Context: an optimization exercise on an open-source flow, tuned for small area, a short achievable clock period and few clock cycles per item. The choices shown serve that exercise and are no tape-out recipe. Function was checked by simulation only, so behaviour that the tests miss may differ from the original.

## flow/design.v (module list and top-level ports; edited modules follow where they fit)
// module ahb_lite_fir_filter: 609 lines
module ahb_lite_fir_filter(
    input clk,
          n_rst,
    input logic hsel,
    input logic [3:0] haddr,
    input logic hsize,
    input logic [1:0] htrans,
    input logic hwrite,
    input logic [15:0] hwdata,
    output logic [15:0] hrdata,
    output logic hresp
);
  // ...
==> flow/flow/run.sh <==
#!/bin/bash
# The standard layout (its synthesis script, registers unchanged), with:
#  - adders mapped by ABC like the rest of the logic (no fixed full/half-adder cells),
#  - timing repair aimed at a setup slack margin (a shorter achieved period than
#    the 12 ns constraint), and
#  - port buffers of a regular buffer cell.
# The clock and constraints are the standard flow's own.
set -euo pipefail
MARGIN=${MARGIN:-6.5}
bash standard.sh "ADDER_MAP_FILE=" "SETUP_SLACK_MARGIN=$MARGIN" \
    "BUFFER_PORTS_ARGS=-buffer_cell sky130_fd_sc_hd__buf_2" finish > standard_flow.log 2>&1
==> flow/standard.sh <==
#!/bin/bash
# synth_recipe.tcl (not shown) runs the flow's synth.tcl, then flattens the netlist and writes it again
# the make line also repeats each setting of config.mk as NAME=value (left out here)
make -C /OpenROAD-flow-scripts/flow DESIGN_CONFIG=/design/flow/config.mk WORK_HOME=/design/flow/orfs CLKGATE_MAP_FILE= SYNTH_SCRIPT=/design/flow/synth_recipe.tcl "${@:-finish}"
==> flow/config.mk <==
export PLATFORM = sky130hd
export DESIGN_NAME = ahb_lite_fir_filter
export DESIGN_NICKNAME = ahb_lite_fir_filter
export VERILOG_FILES = /design/flow/design.v
export SDC_FILE = /design/flow/constraint.sdc
export NUM_CORES = 4
export LEC_CHECK = 0
export ABC_CLOCK_PERIOD_IN_PS = 5500
export CAP_MARGIN = 20
export CORE_MARGIN = 2
export CORE_UTILIZATION = 40
export SLEW_MARGIN = 20
==> flow/constraint.sdc <==
create_clock -name core_clock -period 12.0 [get_ports {clk}]
set_input_delay 2.4000 -clock core_clock [delete_from_list [all_inputs] [get_ports {clk}]]
set_output_delay 2.4000 -clock core_clock [all_outputs]
set_load 0.01 [all_outputs]
==> summary.md, run 1 <==
| Metric | Value |
|---|---|
| CP max stage cell | `or3_4` |
| Crit-path cells | `buf_6, nand3b_1, or3_4, a21boi_2, buf_2` |
| Slew headroom | `between 30% and 40%` |
| CTS tree | `built` |
| Fraction of area in multi-input gates | `about 60%` |
| Nets@finish | `2820` |
| Sequential cell area share | `28.6%` |
| GPL Wtd Cong | `0.943` |
| # resized after CTS | `52` |
| R2r startpoint | `bo_one[3]` |
| Worst setup margin | `between 6 and 7 ns` |
| Most frequent cells in the layout | `nand2_1, xnor2_1, dfrtp_1` |
| Top_reg_cell synth | `dfrtp_1` |
| Final Non-Filler Cells | `3668` |
| CTS Buffer Depth | `3` |
| Worst setup path endpoint | `hresp` |
| Cell taking the most area after synthesis | `dfrtp_1` |
| Sink Count | `~330` |
| Clock H-tree levels | `2` |
| Die H | `between 200 and 300 um` |
| Achievable clock frequency | `175 MHz` |
| # hold bufs at CTS | `0` |
| Multiplexer share of the synthesized area | `roughly a tenth` |
| Max-cap violation count | `0` |
| Status | `no timing/DRC/antenna violations` |
| Most common cell after layout, fill and taps aside | `nand2_1` |
| WHS | `about 0.46 ns` |
| CTS Buf Count | `38` |
| Post-synthesis sequential area ratio | `about a third` |
| WL met3 | `3550 um` |
| I/O pin total | `44` |
| Num tapcells | `between 800 and 900` |
| Die X | `roughly 260 um` |
| Final hold vios | `0` |
| Fillers | `6102` |
| Critical path origin | `htrans[0]` |
| Unrepaired setup endpoints after global routing | `true` |
| Distinct cells, synth | `98` |
| Routed length on met1 | `between 30000 and 40000 um` |
| First DRT Iteration DRCs | `between 1000 and 1500` |
Testbench counts, summed over its fixed seeds: cycles 2,064, samples 512.
==> inputs of run 2 (changes only) <==
==> flow/flow/run.sh (replaced) <==
#!/bin/bash
# The standard layout, with timing repair aimed at a setup slack margin
# (a shorter achieved period than the 12 ns constraint) and port buffers of a
# regular buffer cell. The clock and constraints are the standard flow's own.
set -euo pipefail
MARGIN=${MARGIN:-6.0}
bash standard.sh "SETUP_SLACK_MARGIN=$MARGIN" \
    "BUFFER_PORTS_ARGS=-buffer_cell sky130_fd_sc_hd__buf_2" finish > standard_flow.log 2>&1
==> summary.md, run 2 <==
| Metric | Value |
|---|---|
| GPL Wtd Cong | `0.872 (-7.6%)` |
| WP data required | `approximately 12 ns` |
| Clk latency of the worst-skew pair | `approximately 0.56 ns` |
| Final min period | `slightly below 6 ns` |
| CTS root buffer | `clkbuf_16` |
| Grt ovf | `0` |
| Biggest regs | `ap: 18 flops, nb: 18 flops, res: 17 flops` |
| Cells after Synth | `roughly 2200` |
| Final hold vios | `0 (unchanged)` |
| Pre-CTS setup slack | `between 5 and 6 ns` |
| Vias per inst | `around 5.4` |
| CTS Buffer Depth | `3 (unchanged)` |
| Achievable clock frequency | `169 MHz (-3.7%)` |
| I/O pin total | `44 (unchanged)` |
| Most common cell after layout, fill and taps aside | `dfrtp_1` |
| Sink Count | `331 (unchanged)` |
| # diodes | `0` |
| Most frequent cells in the layout | `dfrtp_1, inv_1, nand2_1` |
| Die H | `243 um (-5.0%)` |
| IO Port Bufs | `43` |
| First DRT Iteration DRCs | `1173 (-21%)` |
| Fillers | `5257 (-14%)` |
| Slew headroom | `25.7% (-7.1 points)` |
| Least-Margin Pin Slew | `around 1.1 ns` |
| Final setup fails | `0` |
| Synthesis Warnings | `1` |
| Worst Hold Class | `register to register` |
| Die X | `243 um (-5.0%)` |
| Residual DRC | `0` |
| Syn avg cell area | `roughly 10 um^2` |
| Post-synthesis sequential area ratio | `35.1% (+3.5 points)` |
| Worst setup SP type | `register` |
| Cell taking the most area after synthesis | `dfrtp_1` |
| Critical path arrival | `between 6 and 7 ns` |
| Unrepaired setup endpoints after global routing | `true` |
| Vias after detailed routing | `between 15000 and 20000` |
| DP Wirelength | `approximately 44000 um` |
| Die ar. | `roughly 0.059 mm^2` |
| Area contributors post-synth | `dfrtp_1, fa_1, mux2_2, dfxtp_1, ha_1` |
| Nets@finish | `2522 (-11%)` |
| Top post-synthesis cells by count | `dfrtp_1, inv_1, nand2_1` |
| Status | `no timing/DRC/antenna violations` |
| CTS Buf Count | `39 (+2.6%)` |
| Routed WL per cell | `a little over 20 um` |
| CP Class | `register to register` |
| Synth async-reset ratio | `between 80% and 90%` |
| Syn_nets | `between 2000 and 2500` |
| Clk slew on worst S/H paths | `~0.060 ns` |
| Antenna Nets Post-Route | `0` |
| Setup TNS | `0 ns` |
| Top_reg_cell synth | `dfrtp_1` |
| Final Max Tran Viols | `0` |
| Max-cap violation count | `0 (unchanged)` |
| Tcrit/Tclk final | `between 40% and 50%` |
| Crit path max fanout | `5` |
| WL final | `around 60000 um` |
| Clock H-tree levels | `2 (unchanged)` |
| Distinct cells, synth | `87 (-11%)` |
| Synthesized flop and latch total | `between 300 and 400` |
| Pin count of the biggest net entering global routing | `82` |
| CTS tree | `built` |
| Post-synth top area share | `between 20% and 30%` |
| Vias in the first global route | `~17000` |
| Syn Std Cell Area | `0.0228 mm^2` |
| Worst Clk Skew | `0.0199 ns` |
| Area grow syn2layout | `13.4%` |
| Initial antenna violation count | `6` |
| Starting density of the core | `about 40%` |
| Number of flops mapped to enable cells by yosys | `0` |
| DR pass1 iterations | `5` |
| All-Layer GR Usage | `roughly a fifth` |
| First-pass GRT wire length | `about 97000 um` |
| CP Capture Type | `register` |
| Rows | `between 80 and 90` |
| Worst setup margin | `6.07 ns (-0.222 ns)` |
| Layout cells sized above 1 | `a little under a quarter` |
| Top-count cell post-synth | `dfrtp_1` |
| Area of the core | `0.0564 mm^2` |
run 2: changes by cell type in the layout (fill, tap and decap cells not counted), moves of 19 or more:
cell     delta
nand2_1   -311
xnor2_1   -218
inv_1     +193
fa_1      +184
maj3_1    -134
xor2_1     -80
ha_1       +76
mux2_2     +54
a21oi_1    -45
o21ai_0    -45
a22oi_1    +31
nor2_1     -23
nor3_1     -20
xnor3_1    -19
run 2: logic make-up after synthesis:
group | count (synthesis) | synth area share, %
fa+ha+maj | 278 | 21.5
mux | 239 | 11.7
flops | 331 | 35.1
simple gates | 499 | 9.92
compound gates | 352 | 10.8
buf+inv | 360 | 6.13
xor+xnor | 127 | 4.87
run 2: layout make-up:
class	count	area [um^2]	area share, %
inverters	242	908	3.51
repair buffers	109	835	3.22
well taps	756	946	3.65
multi-input cells	1495	13800	53.2
clock buffers	54	1140	4.42
flip-flops and latches	331	8050	31.1
clock inverters	15	228	0.880
run 2: critical path, stage by stage, from the launching register on:
cell and delay (ns):
dfxtp_4 0.37, buf_6 0.13, buf_8 0.13, a22oi_2 0.14, xnor2_1 0.15, ha_2 0.20
inv_2 0.04, fa_1 0.54, inv_2 0.04, fa_1 0.55, ha_4 0.22, a31oi_4 0.27
buf_6 0.15, xnor2_2 0.07, fa_2 0.39, fa_2 0.35, nor2b_1 0.12, o21a_1 0.15
o21ai_2 0.08, a31oi_2 0.21, o31a_2 0.21, a21oi_4 0.07, or4_4 0.51, nand3_4 0.09
ha_4 0.16, xor2_4 0.17, a21oi_1 0.07, a311oi_2 0.26
run 2: repair_timing:
item                                   4_1_cts  5_1_grt
setup endpoints to repair                   12        9
endpoints found under the hold margin        0        0
buffers inserted                            25        6
pin swaps                                   29       40
resized for setup                           60       43
gates cloned                                 0        1
hold buffers                                 0        0
run 2: final timing paths:
path	from	end	slack, ns	cells after the start
worst max-delay path	bo_one[0]	nb[17]	6.07	27
worst min register to register	nb[9]	nb[9]	0.45	2
min in group asynchronous	n_rst	ap[3]	1.78	1
worst min-delay path	nb[9]	nb[9]	0.45	2
max in group asynchronous	n_rst	f2[12]	8.20	3
worst max register to register	bo_one[0]	nb[17]	6.07	27
run 2: stage by stage:
stage / area [um^2] / std cells / utilization (%) / hold slack [ns]
4_1_cts: 25600 / 2993 / 45.3 / 0.452
3_5_place_dp: 23800 / 2899 / 42.1 / 0.444
3_3_place_gp: 23800 / 2899 / 42.1 / 0.439
2_1_floorplan: 22800 / 2186 / - / 0.431
5_1_grt: 25900 / 3002 / 45.9 / 0.473
6_report: 25900 / 3002 / 45.9 / 0.450
run 2: metal layers:
metal / wire (um) / up-vias / GRT usage [%]
li1: - / 7362 / -
met2: 29500 / 428 / 34.7
met5: 111 / - / 0.490
met4: 1980 / 14 / 7.74
met1: 26700 / 8236 / 27.5
met3: 3590 / 131 / 4.27
==> inputs of run 3 (changes only) <==
--- a/flow/flow/run.sh
+++ b/flow/flow/run.sh
@@ -4,5 +4,5 @@
 # regular buffer cell. The clock and constraints are the standard flow's own.
 set -euo pipefail
-MARGIN=${MARGIN:-6.0}
+MARGIN=${MARGIN:-7.0}
 bash standard.sh "SETUP_SLACK_MARGIN=$MARGIN" \
     "BUFFER_PORTS_ARGS=-buffer_cell sky130_fd_sc_hd__buf_2" finish > standard_flow.log 2>&1
==> summary.md, run 3 <==
| Metric | Value |
|---|---|
| Die ar. | `0.0590 mm^2 (unchanged)` |
| Die X | `243 um (unchanged)` |
| Final setup fails | `0 (unchanged)` |
| WL final | `64300 um (+4.0%)` |
| CP Class | `register to register` |
| WHS | `0.459 ns (+0.00857 ns)` |
| R2r startpoint | `b2[1]` |
| Vias in the first global route | `17200 (+0.55%)` |
| Worst Clk Skew | `0.0309 ns (+0.0110 ns)` |
| Final core utilization | `47.5% (+1.6 points)` |
| Initial antenna violation count | `3 (-3)` |
| CTS root buffer | `clkbuf_16` |
| Least-Margin Pin Slew | `1.14 ns (+0.0618 ns)` |
| CTS Buffer Depth | `3 (unchanged)` |
| Most common cell after layout, fill and taps aside | `dfrtp_1` |
| Final hold vios | `0 (unchanged)` |
| Achievable clock frequency | `173 MHz (+2.4%)` |
| Biggest regs | `ap: 18 flops, nb: 18 flops, res: 17 flops` |
| Synth async-reset ratio | `82.5% (unchanged)` |
| Worst setup SP type | `register` |
| GPL Wtd Cong | `0.883 (+1.3%)` |
| Post-synth top area share | `27.8% (unchanged)` |
| Pin count of the biggest net entering global routing | `163 (+99%)` |
| Max-cap violation count | `0 (unchanged)` |
| Slew headroom | `23.5% (-2.2 points)` |
| DP Wirelength | `43700 um (-0.34%)` |
| CTS Buf Count | `38 (-2.6%)` |
| Area grow syn2layout | `17.3%` |
| Most frequent cells in the layout | `dfrtp_1, inv_1, nand2_1` |
| Post-synthesis sequential area ratio | `35.1% (unchanged)` |
| Syn Std Cell Area | `0.0228 mm^2 (unchanged)` |
| IO Port Bufs | `43 (unchanged)` |
| Tcrit/Tclk final | `48.2% (-1.2 points)` |
| Rows | `87 (unchanged)` |
| First-pass GRT wire length | `99700 um (+2.3%)` |
| Top post-synthesis cells by count | `dfrtp_1, inv_1, nand2_1` |
| Vias after detailed routing | `16500 (+2.2%)` |
| Sink Count | `331 (unchanged)` |
| Nets@finish | `2570 (+1.9%)` |
| Status | `no timing/DRC/antenna violations` |
| Cells after Synth | `2186 (unchanged)` |
| Register-to-Register Path Depth | `26 (-3.7%)` |
| Worst setup margin | `6.21 ns (+0.142 ns)` |
| Final Max Tran Viols | `0 (unchanged)` |
| First DRT Iteration DRCs | `1240 (+5.7%)` |
| Final min period | `5.79 ns (-0.142 ns)` |
| Die H | `243 um (unchanged)` |
| All-Layer GR Usage | `21.8% (+0.72 points)` |
| Clk latency of the worst-skew pair | `0.59 ns (+0.03 ns)` |
| Grt ovf | `0 (unchanged)` |
| Critical path arrival | `6.29 ns (-0.09 ns)` |
| Vias per inst | `5.42 (+0.56%)` |
| Clock H-tree levels | `2 (unchanged)` |
| Residual DRC | `0 (unchanged)` |
| CP Capture Type | `register` |
| Synthesis Warnings | `1 (unchanged)` |
| Area contributors post-synth | `dfrtp_1, fa_1, mux2_2, dfxtp_1, ha_1` |
| Clk slew on worst S/H paths | `0.06 ns (about the same)` |
| R2R Path End | `hrdata[8]` |
| Worst Hold Class | `register to register` |
| Top-count cell post-synth | `dfrtp_1` |
| Unrepaired setup endpoints after global routing | `true` |
| Syn_nets | `2490 (unchanged)` |
| Antenna Nets Post-Route | `0 (unchanged)` |
| Worst setup path endpoint | `hrdata[8]` |
| Final Non-Filler Cells | `3050 (+1.6%)` |
| Number of flops mapped to enable cells by yosys | `0 (unchanged)` |
| Cell taking the most area after synthesis | `dfrtp_1` |
| Critical path origin | `b2[1]` |
| Area of the core | `0.0564 mm^2 (unchanged)` |
| Synthesized flop and latch total | `331 (unchanged)` |
| Starting density of the core | `40.5% (unchanged)` |
| Routed WL per cell | `21.1 um (+2.3%)` |
| Distinct cells, synth | `87 (unchanged)` |
| Syn avg cell area | `10.4 um^2 (unchanged)` |
| CTS tree | `built` |
| Setup TNS | `0 ns (unchanged)` |
| R2R Setup Slk | `6.21 ns (+0.14 ns)` |
| I/O pin total | `44 (unchanged)` |
| Layout cells sized above 1 | `27.6% (+5.1 points)` |
| DP Cell Count | `2898 (-0.034%)` |
| Pre-CTS setup slack | `5.55 ns (+0.374 ns)` |
| DR pass1 iterations | `6 (+1)` |
| WP data required | `12.50 ns (+0.05 ns)` |
| # diodes | `0 (unchanged)` |
| Crit path max fanout | `7 (+2)` |
| Top_reg_cell synth | `dfrtp_1` |
run 3: cell counts after synthesis:
Identical to the previous run, type by type.
run 3: worst max-delay path, stage by stage (launching register included):
cell      delay, ns
dfxtp_4        0.34
buf_4          0.16
a22oi_2        0.16
xnor2_1        0.09
ha_1           0.28
inv_1          0.06
fa_1           0.51
inv_1          0.06
fa_1           0.51
ha_4           0.29
a31oi_4        0.12
buf_6          0.15
ha_4           0.26
fa_2           0.23
inv_2          0.05
fa_2           0.33
a21o_1         0.18
a21oi_2        0.16
o21ai_2        0.10
a311oi_2       0.28
o21ai_1        0.15
a41o_1         0.22
a21oi_2        0.14
xnor2_1        0.10
ha_1           0.35
o221a_4        0.31
a21oi_2        0.13
run 3: what timing repair did:
item	CTS	global route
pin swaps	81	50
resized for setup	159	59
endpoints found under the setup margin	61	38
hold buffers	0	0
endpoints found under the hold margin	0	0
buffers inserted	57	23
gates cloned	4	0
run 3: stage by stage:
stage | area, um^2
3_5_place_dp | 23900
2_1_floorplan | 23100
3_3_place_gp | 23900
6_report | 26800
4_1_cts | 26400
5_1_grt | 26800
run 3: cells by family after synthesis:
family,share of synthesized area (%)
xor gates and xnor gates,4.87
AOI/OAI and AO/OA,10.8
and+or+nand+nor,9.92
adders and majority gates,21.5
buffers and inverters,6.13
muxes,11.7
DFF,35.1
run 3: how the worst min path moves through the flow:
stage | from | end | slack, ns | depth (start not counted)
after CTS | nb[3] | nb[3] | 0.46 | 2
after global placement | nb[9] | nb[9] | 0.44 | 2
final | nb[6] | nb[6] | 0.46 | 2
after detailed placement | nb[3] | nb[3] | 0.45 | 2
after global routing | nb[3] | nb[3] | 0.47 | 2
after floorplan | nb[9] | nb[9] | 0.43 | 2
run 3: layout make-up:
type | count | area (um^2)
Clock buffer | 57 | 1140
Clock inverter | 11 | 110
Fill cell | 5157 | 29600
Inverter | 242 | 908
Multi-Input combinational cell | 1495 | 14200
Sequential cell | 331 | 8070
Tap cell | 756 | 946
Timing Repair Buffer | 158 | 1410
run 3: metal layers:
metal  wire length [um]  track usage (%)  up-vias
met3               4180             3.95      136
li1                   -                -     7470
met2              30700             35.8      534
met4               2280             8.25        6
met1              27100             28.8     8376
met5                 44                0        -
==> inputs of run 4 (changes only) <==
--- a/flow/flow/run.sh
+++ b/flow/flow/run.sh
@@ -4,5 +4,5 @@
 # regular buffer cell. The clock and constraints are the standard flow's own.
 set -euo pipefail
-MARGIN=${MARGIN:-7.0}
+MARGIN=${MARGIN:-6.5}
 bash standard.sh "SETUP_SLACK_MARGIN=$MARGIN" \
     "BUFFER_PORTS_ARGS=-buffer_cell sky130_fd_sc_hd__buf_2" finish > standard_flow.log 2>&1
==> summary.md, run 4 <==
| Metric | Value |
|---|---|
| Status | `no timing/DRC/antenna violations` |
| DP Wirelength | `43600 um (-0.25%)` |
| First-pass GRT wire length | `97800 um (-1.9%)` |
| Worst Hold Class | `register to register` |
| Die ar. | `0.0590 mm^2 (unchanged)` |
| CP max stage cell | `fa_1` |
| WL final | `62200 um (-3.3%)` |
| Residual DRC | `0 (unchanged)` |
| Dpl cell area | `0.0239 mm^2 (about the same)` |
| Clock H-tree levels | `2 (unchanged)` |
| Antenna Nets Post-Route | `0 (unchanged)` |
| Post-synthesis sequential area ratio | `35.1% (unchanged)` |
| Slew headroom | `21.2% (-2.3 points)` |
| # hold bufs at CTS | `0 (unchanged)` |
| Vias per inst | `5.44 (+0.49%)` |
| Area of the core | `0.0564 mm^2 (unchanged)` |
| IO Port Bufs | `43 (unchanged)` |
| DR pass1 iterations | `5 (-1)` |
| GPL Wtd Cong | `0.868 (-1.7%)` |
| Synthesis Warnings | `1 (unchanged)` |
| Cells after Synth | `2186 (unchanged)` |
| Vias after detailed routing | `16400 (-0.80%)` |
| Top-count cell post-synth | `dfrtp_1` |
| Syn_nets | `2490 (unchanged)` |
| Delay-heaviest family, CP | `adder cells` |
| Clk latency of the worst-skew pair | `0.57 ns (-0.02 ns)` |
| Top_reg_cell synth | `dfrtp_1` |
| Starting density of the core | `40.5% (unchanged)` |
| Layout cells sized above 1 | `23.3% (-4.3 points)` |
| WHS | `0.454 ns (-0.00509 ns)` |
| DP Cell Count | `2900 (+0.069%)` |
| Worst Clk Skew | `0.0288 ns (-0.00206 ns)` |
| Number of flops mapped to enable cells by yosys | `0 (unchanged)` |
| Worst path buffer plus inverter count | `4 (-1)` |
| Max-cap violation count | `0 (unchanged)` |
| Biggest regs | `ap: 18 flops, nb: 18 flops, res: 17 flops` |
| Final Non-Filler Cells | `3011 (-1.3%)` |
| Rows | `87 (unchanged)` |
| CTS tree | `built` |
| CP Capture Type | `register` |
| Least-Margin Pin Slew | `1.15 ns (+0.00481 ns)` |
| All-Layer GR Usage | `21.2% (-0.63 points)` |
| WP data required | `12.46 ns (-0.04 ns)` |
| Top post-synthesis cells by count | `dfrtp_1, inv_1, nand2_1` |
| Syn Std Cell Area | `0.0228 mm^2 (unchanged)` |
| Unrepaired setup endpoints after global routing | `true` |
| Area contributors post-synth | `dfrtp_1, fa_1, mux2_2, dfxtp_1, ha_1` |
| Final hold vios | `0 (unchanged)` |
| Die H | `243 um (unchanged)` |
| Worst setup margin | `6.11 ns (-0.0978 ns)` |
| Routed WL per cell | `20.6 um (-2.0%)` |
| CTS Buf Count | `37 (-2.6%)` |
| Worst setup SP type | `register` |
| Cell taking the most area after synthesis | `dfrtp_1` |
| Crit path max fanout | `9 (+2)` |
| Pre-CTS setup slack | `5.54 ns (-0.00208 ns)` |
| Routed length on met1 | `27500 um (+1.4%)` |
| First DRT Iteration DRCs | `1017 (-18%)` |
| Top Layer Used | `met5` |
| I/O pin total | `44 (unchanged)` |
| Tcrit/Tclk final | `49.1% (+0.81 points)` |
| Synth async-reset ratio | `82.5% (unchanged)` |
| Most used cell, CP | `fa_1` |
| CP max stage delay | `0.58 ns (+0.07 ns)` |
| Synthesized flop and latch total | `331 (unchanged)` |
| WL met3 | `3170 um (-24%)` |
| CP Class | `register to register` |
| Final Max Tran Viols | `0 (unchanged)` |
| Critical path arrival | `6.35 ns (+0.06 ns)` |
| Distinct cells, synth | `87 (unchanged)` |
| Area grow syn2layout | `14.2%` |
| Routed wl met2 | `30100 um (-1.9%)` |
| CTS root buffer | `clkbuf_16` |
| Grt ovf | `0 (unchanged)` |
| Pin count of the biggest net entering global routing | `85 (-48%)` |
| Initial antenna violation count | `1 (-2)` |
| Clk slew on worst S/H paths | `0.06 ns (about the same)` |
| Final core utilization | `46.2% (-1.3 points)` |
| Syn avg cell area | `10.4 um^2 (unchanged)` |
| CTS Buffer Depth | `3 (unchanged)` |
| Crit-path cells | `buf_8, buf_4, a22oi_1, xnor2_1, fa_1, fa_1, inv_1, fa_1, inv_1, xnor2_2, fa_1, ha_4, o21a_1, o21ai_1, a31oi_2, o31a_2, a21oi_4, or4_4, nand3_4, ha_4, xor2_2, o21a_1, a311oi_2` |
| Most common cell after layout, fill and taps aside | `dfrtp_1` |
| Most frequent cells in the layout | `dfrtp_1, inv_1, nand2_1` |
| Final min period | `5.89 ns (+0.0978 ns)` |
| Design Area, Final | `0.0261 mm^2 (-2.6%)` |
| Die X | `243 um (unchanged)` |
| Achievable clock frequency | `170 MHz (-1.7%)` |
| Post-synth top area share | `27.8% (unchanged)` |
| Final setup fails | `0 (unchanged)` |
| Nets@finish | `2530 (-1.6%)` |
| Vias in the first global route | `16900 (-2.0%)` |
| Setup TNS | `0 ns (unchanged)` |
| Sink Count | `331 (unchanged)` |
run 4: cell counts after synthesis:
Identical to the previous run, type by type.
run 4: worst min-delay path, stage by stage (launching register included):
cell	delay (ns)
dfstp_2	0.36
nand2_1	0.05
nand2_1	0.04
run 4: final cells by class:
type / instances / area (um^2)
Fill cell: 5242 / 30300
Multi-Input combinational cell: 1495 / 13800
Sequential cell: 331 / 8050
Clock buffer: 52 / 1090
Timing Repair Buffer: 119 / 1030
Tap cell: 756 / 946
Inverter: 242 / 908
Clock inverter: 15 / 195
Antenna cell: 1 / 2.50
run 4: logic make-up (layout without fill, tap and decap cells):
| group | Yosys count | in the layout | share of synthesized area [%] |
|---|---|---|---|
| XOR/XNOR | 127 | 127 | 4.87 |
| buffers and inverters | 360 | 428 | 6.13 |
| flip-flops | 331 | 331 | 35.1 |
| multiplexers | 239 | 239 | 11.7 |
| adder cells (fa/ha/maj) | 278 | 278 | 21.5 |
| AND/OR/NAND/NOR | 499 | 499 | 9.92 |
| AO/OA/AOI/OAI | 352 | 352 | 10.8 |
| other | 0 | 1 | 0 |
run 4: worst paths after layout:
path | slack, ns | start | end | cells after the start
max in group asynchronous | 8.23 | n_rst | c3[4] | 3
worst min-delay path | 0.45 | nb[6] | nb[6] | 2
worst max-delay path | 6.11 | bo_two[0] | nb[17] | 23
worst min register to register | 0.45 | nb[6] | nb[6] | 2
worst max register to register | 6.11 | bo_two[0] | nb[17] | 23
min in group asynchronous | 1.83 | n_rst | ap[15] | 1
run 4: what timing repair did:
action	in CTS	in global routing
cloned	4	0
buffers inserted	25	14
pin swaps	46	41
endpoints found under the setup margin	24	22
resized for setup	72	48
run 4: layer usage:
layer | vias up | track usage, %
met4 | 2 | 5.68
li1 | 7400 | -
met1 | 8423 | 29.0
met2 | 475 | 35.5
met3 | 90 | 2.70
met5 | - | 0

==> static timing again, ports no longer ideal <==
In the flow no input, the clock included, has a driving cell. The finished layouts below were timed again as built, in two steps. Step 1, drivers: a clkbuf_16 drives clk and a buf_2 each remaining input, both assumed. Step 2 times the ports against the registers' clock, not the clock port: input delays grow and output delays shrink by t, the midpoint of the rising clock arrivals with the driver on. Three values: no drivers, after step 1, after step 2; two values: the first two.
run	t, ns	slack for setup (ns)	worst setup path at the end	latest minus earliest clock arrival (ns)	worst data-port slew with drivers (ns)
run 1	0.615	6.291 / 6.258 / 6.077	input to register	0.028 / 0.027	0.08
run 2	0.616	6.069 / 6.069 / 5.895	input to register	0.021 / 0.022	0.09
run 3	0.633	6.211 / 6.211 / 6.211	register to register	0.031 / 0.031	0.08
run 4	0.612	6.113 / 6.113 / 6.091	input to register	0.029 / 0.028	0.09
After both steps setup and hold are still met in every run listed. For run 1, which loses most, drivers alone change the setup slack by -0.033 ns; drivers and shift together by -0.214 ns.
